Background: an optimization exercise with open tools, aiming at small area and a short achievable clock period. Do not read the settings as production practice.
The flow treats the clock pin as an ideal source. Dropping or thinning the clock tree relies on that and would not hold on a real chip.
Power is estimated from default activity; no workload was simulated.

== job 6166 ==
==> flow/design.v <==
module fifo #(
  parameter DATA_WIDTH = 32,
  parameter DEPTH      = 16
) (
  input  logic                  clk,
  input  logic                  rst_n,
  input  logic                  wr_en,
  input  logic [DATA_WIDTH-1:0] wr_data,
  input  logic                  rd_en,
  output logic [DATA_WIDTH-1:0] rd_data,
  output logic                  full,
  output logic                  empty
);
  localparam RD = DEPTH - 1;             
  logic [DATA_WIDTH-1:0] head;
  logic [DATA_WIDTH-1:0] mem [RD];
  logic [RD-1:0]         wsel, src;
  logic [DEPTH-1:0]      lvl;
  logic nempty, ram_ne, is_full;
  logic push, pop, up, down;
  logic [DATA_WIDTH-1:0] head_d;
  logic [DEPTH-1:0]      lvl_n;
  logic [RD-1:0]         wsel_n, src_n;
  assign nempty  = lvl[0];
  assign ram_ne  = lvl[1];
  assign is_full = lvl[DEPTH-1];
  assign push = wr_en && !is_full;
  assign pop  = rd_en && nempty;
  assign up   = push && !pop;
  assign down = pop && !push;
  always_ff @(posedge clk) begin
    for (int i = 0; i < RD; i++)
      if (wr_en && wsel[i]) mem[i] <= wr_data;
  end
  always_comb begin
    head_d = wr_data & {DATA_WIDTH{!ram_ne}};
    for (int i = 0; i < RD; i++)
      head_d = head_d | (mem[i] & {DATA_WIDTH{src[i]}});
  end
  always_ff @(posedge clk) begin
    if (rd_en || !nempty)
      head <= head_d;
  end
  always_comb begin
    for (int k = 0; k < DEPTH; k++) begin
      if (up)
        lvl_n[k] = (k == 0) ? 1'b1 : lvl[k-1];
      else if (down)
        lvl_n[k] = (k == DEPTH-1) ? 1'b0 : lvl[k+1];
      else
        lvl_n[k] = lvl[k];
    end
    if (is_full)
      wsel_n = rd_en ? src : '0;
    else if (push && nempty && !(pop && !ram_ne))
      wsel_n = (up && lvl[DEPTH-2]) ? '0 : {wsel[RD-2:0], wsel[RD-1]};
    else
      wsel_n = wsel;
    if (ram_ne) begin
      if (down && !lvl[2])
        src_n = '0;                          
      else if (rd_en)
        src_n = {src[RD-2:0], src[RD-1]};
      else
        src_n = src;
    end else begin
      src_n = (up && nempty) ? wsel : '0;
    end
  end
  always_ff @(posedge clk or negedge rst_n) begin
    if (!rst_n) begin
      wsel <= {{(RD-1){1'b0}}, 1'b1};
      src  <= '0;
      lvl  <= '0;
    end else begin
      wsel <= wsel_n;
      src  <= src_n;
      lvl  <= lvl_n;
    end
  end
  assign rd_data = head;
  assign full    = is_full;
  assign empty   = !nempty;
endmodule
clock: 4.2 ns
lec_check: 0
cap_margin: 20
core_margin: 2
core_utilization: 65
place_density: 0.75
setup_slack_margin: 2.4
slew_margin: 20
standard.sh (not shown) runs the stock make flow with config.mk's settings and CLKGATE_MAP_FILE= SYNTH_SCRIPT=/design/flow/synth_recipe.tcl, a recipe that flattens the netlist after the stock synthesis.
==> flow/flow/run.sh <==
#!/bin/bash
# Standard layout, except that the clock tree CTS builds is replaced (in the
# POST_CTS hook) by a balanced two-level tree: four root buffers fed by the
# clock port, each feeding leaf buffers that drive ~28 registers each.
set -euo pipefail
export POST_CTS_TCL="$PWD/flow/mycts.tcl"
export MYCTS_CLK=clk
bash standard.sh > standard_flow.log 2>&1 || { tail -50 standard_flow.log; exit 1; }
tail -5 standard_flow.log
Other scripts of this flow, unchanged in this note and not shown: flow/flow/mycts.tcl
Changes in job 9450 relative to job 6166:
--- a/flow/design.v
+++ b/flow/design.v
@@ -18,5 +18,4 @@
   logic [DEPTH-1:0]      lvl;
   logic nempty, ram_ne, is_full;
-  logic push, pop, up, down;
   logic [DATA_WIDTH-1:0] head_d;
   logic [DEPTH-1:0]      lvl_n;
@@ -25,8 +24,4 @@
   assign ram_ne  = lvl[1];
   assign is_full = lvl[DEPTH-1];
-  assign push = wr_en && !is_full;
-  assign pop  = rd_en && nempty;
-  assign up   = push && !pop;
-  assign down = pop && !push;
   always_ff @(posedge clk) begin
     for (int i = 0; i < RD; i++)
@@ -42,29 +37,33 @@
       head <= head_d;
   end
+  logic [DEPTH-1:0] lvl_up, lvl_dn;
+  logic [RD-1:0]    wsel_adv, src_rot;
+  assign lvl_up   = {lvl[DEPTH-2:0], 1'b1};
+  assign lvl_dn   = {1'b0, lvl[DEPTH-1:1]};
+  assign wsel_adv = {wsel[RD-2:0], wsel[RD-1]};
+  assign src_rot  = {src[RD-2:0], src[RD-1]};
   always_comb begin
-    for (int k = 0; k < DEPTH; k++) begin
-      if (up)
-        lvl_n[k] = (k == 0) ? 1'b1 : lvl[k-1];
-      else if (down)
-        lvl_n[k] = (k == DEPTH-1) ? 1'b0 : lvl[k+1];
-      else
-        lvl_n[k] = lvl[k];
-    end
-    if (is_full)
-      wsel_n = rd_en ? src : '0;
-    else if (push && nempty && !(pop && !ram_ne))
-      wsel_n = (up && lvl[DEPTH-2]) ? '0 : {wsel[RD-2:0], wsel[RD-1]};
-    else
-      wsel_n = wsel;
-    if (ram_ne) begin
-      if (down && !lvl[2])
-        src_n = '0;                          
-      else if (rd_en)
-        src_n = {src[RD-2:0], src[RD-1]};
-      else
-        src_n = src;
-    end else begin
-      src_n = (up && nempty) ? wsel : '0;
-    end
+    case ({wr_en, rd_en})
+      2'b10: begin    
+        lvl_n  = is_full ? lvl : lvl_up;
+        wsel_n = (!is_full && nempty) ? (lvl[DEPTH-2] ? '0 : wsel_adv) : wsel;
+        src_n  = ram_ne ? src : (nempty ? wsel : '0);
+      end
+      2'b01: begin    
+        lvl_n  = nempty ? lvl_dn : lvl;
+        wsel_n = is_full ? src : wsel;
+        src_n  = (ram_ne && lvl[2]) ? src_rot : '0;
+      end
+      2'b11: begin    
+        lvl_n  = !nempty ? lvl_up : (is_full ? lvl_dn : lvl);
+        wsel_n = is_full ? src : (ram_ne ? wsel_adv : wsel);
+        src_n  = ram_ne ? src_rot : '0;
+      end
+      default: begin  
+        lvl_n  = lvl;
+        wsel_n = wsel;
+        src_n  = src;
+      end
+    endcase
   end
   always_ff @(posedge clk or negedge rst_n) begin
Job 9450 reached the final stage; the timing, design-rule and antenna checks on its layout passed.
Comparing job 9450 and job 6166, the lower slew of the pin with the lowest slew margin was measured on job 6166.
Across both runs, reported sequential group power was higher for job 9450 than for job 6166.
Job 6166 ended up with src[12] as its critical path capture point; job 9450 ended up with head[18].
Diff job 6166 -> job 9450: filler-free cell count of the finished design higher, share of the final layout cell area in sequential cells now smaller, worst hold slack shows an increase of 0.11 ns, endpoint required time on the critical path now smaller.
Job 6166 ended up with met4 as its uppermost layer routed; job 9450 ended up with met5.
Worst setup slack: job 9450 > job 6166
In the reports for job 9450 and job 6166, the larger die area belongs to job 9450.
When job 9450 is set beside job 6166, its via count turns out to be 8.8% larger.
[job 9450 vs job 6166] fraction of layout cells with a size suffix above 1: lower in job 9450
Job 9450 vs. job 6166: global-route usage shows an increase of 1.3 points, routed wire length rose about 10%, delay of the slowest critical-path stage now sits higher.
No run of this note included a check of the RTL's function; only the layout flow was run. In every run of this note, the design's own scripts or RTL, not TritonCTS, make the clock network.

## re-timing with driven ports
Ports are ideal in the flow. The routed layouts listed here were re-timed in OpenROAD. Step 1, drivers: a clkbuf_16 drives clk and a buf_2 each remaining input, both assumed. Step 2 times the ports against the registers' clock, not the clock port: input delays grow and output delays shrink by t, the midpoint of the rising clock arrivals with the driver on. Three values: no drivers, after step 1, after step 2; two values: the first two.
run | shift t [ns] | setup slack, ns | worst setup path after step 2 | latest minus earliest clock arrival (ns)
job 6166 | 0.454 | 2.330 / 2.312 / 1.934 | input to register | 0.033 / 0.033
job 9450 | 0.455 | 2.355 / 2.275 / 2.028 | input to register | 0.027 / 0.027
After both steps setup and hold are still met in every run listed. For job 6166, which loses most, drivers alone change the setup slack by -0.018 ns; drivers and shift together by -0.396 ns.
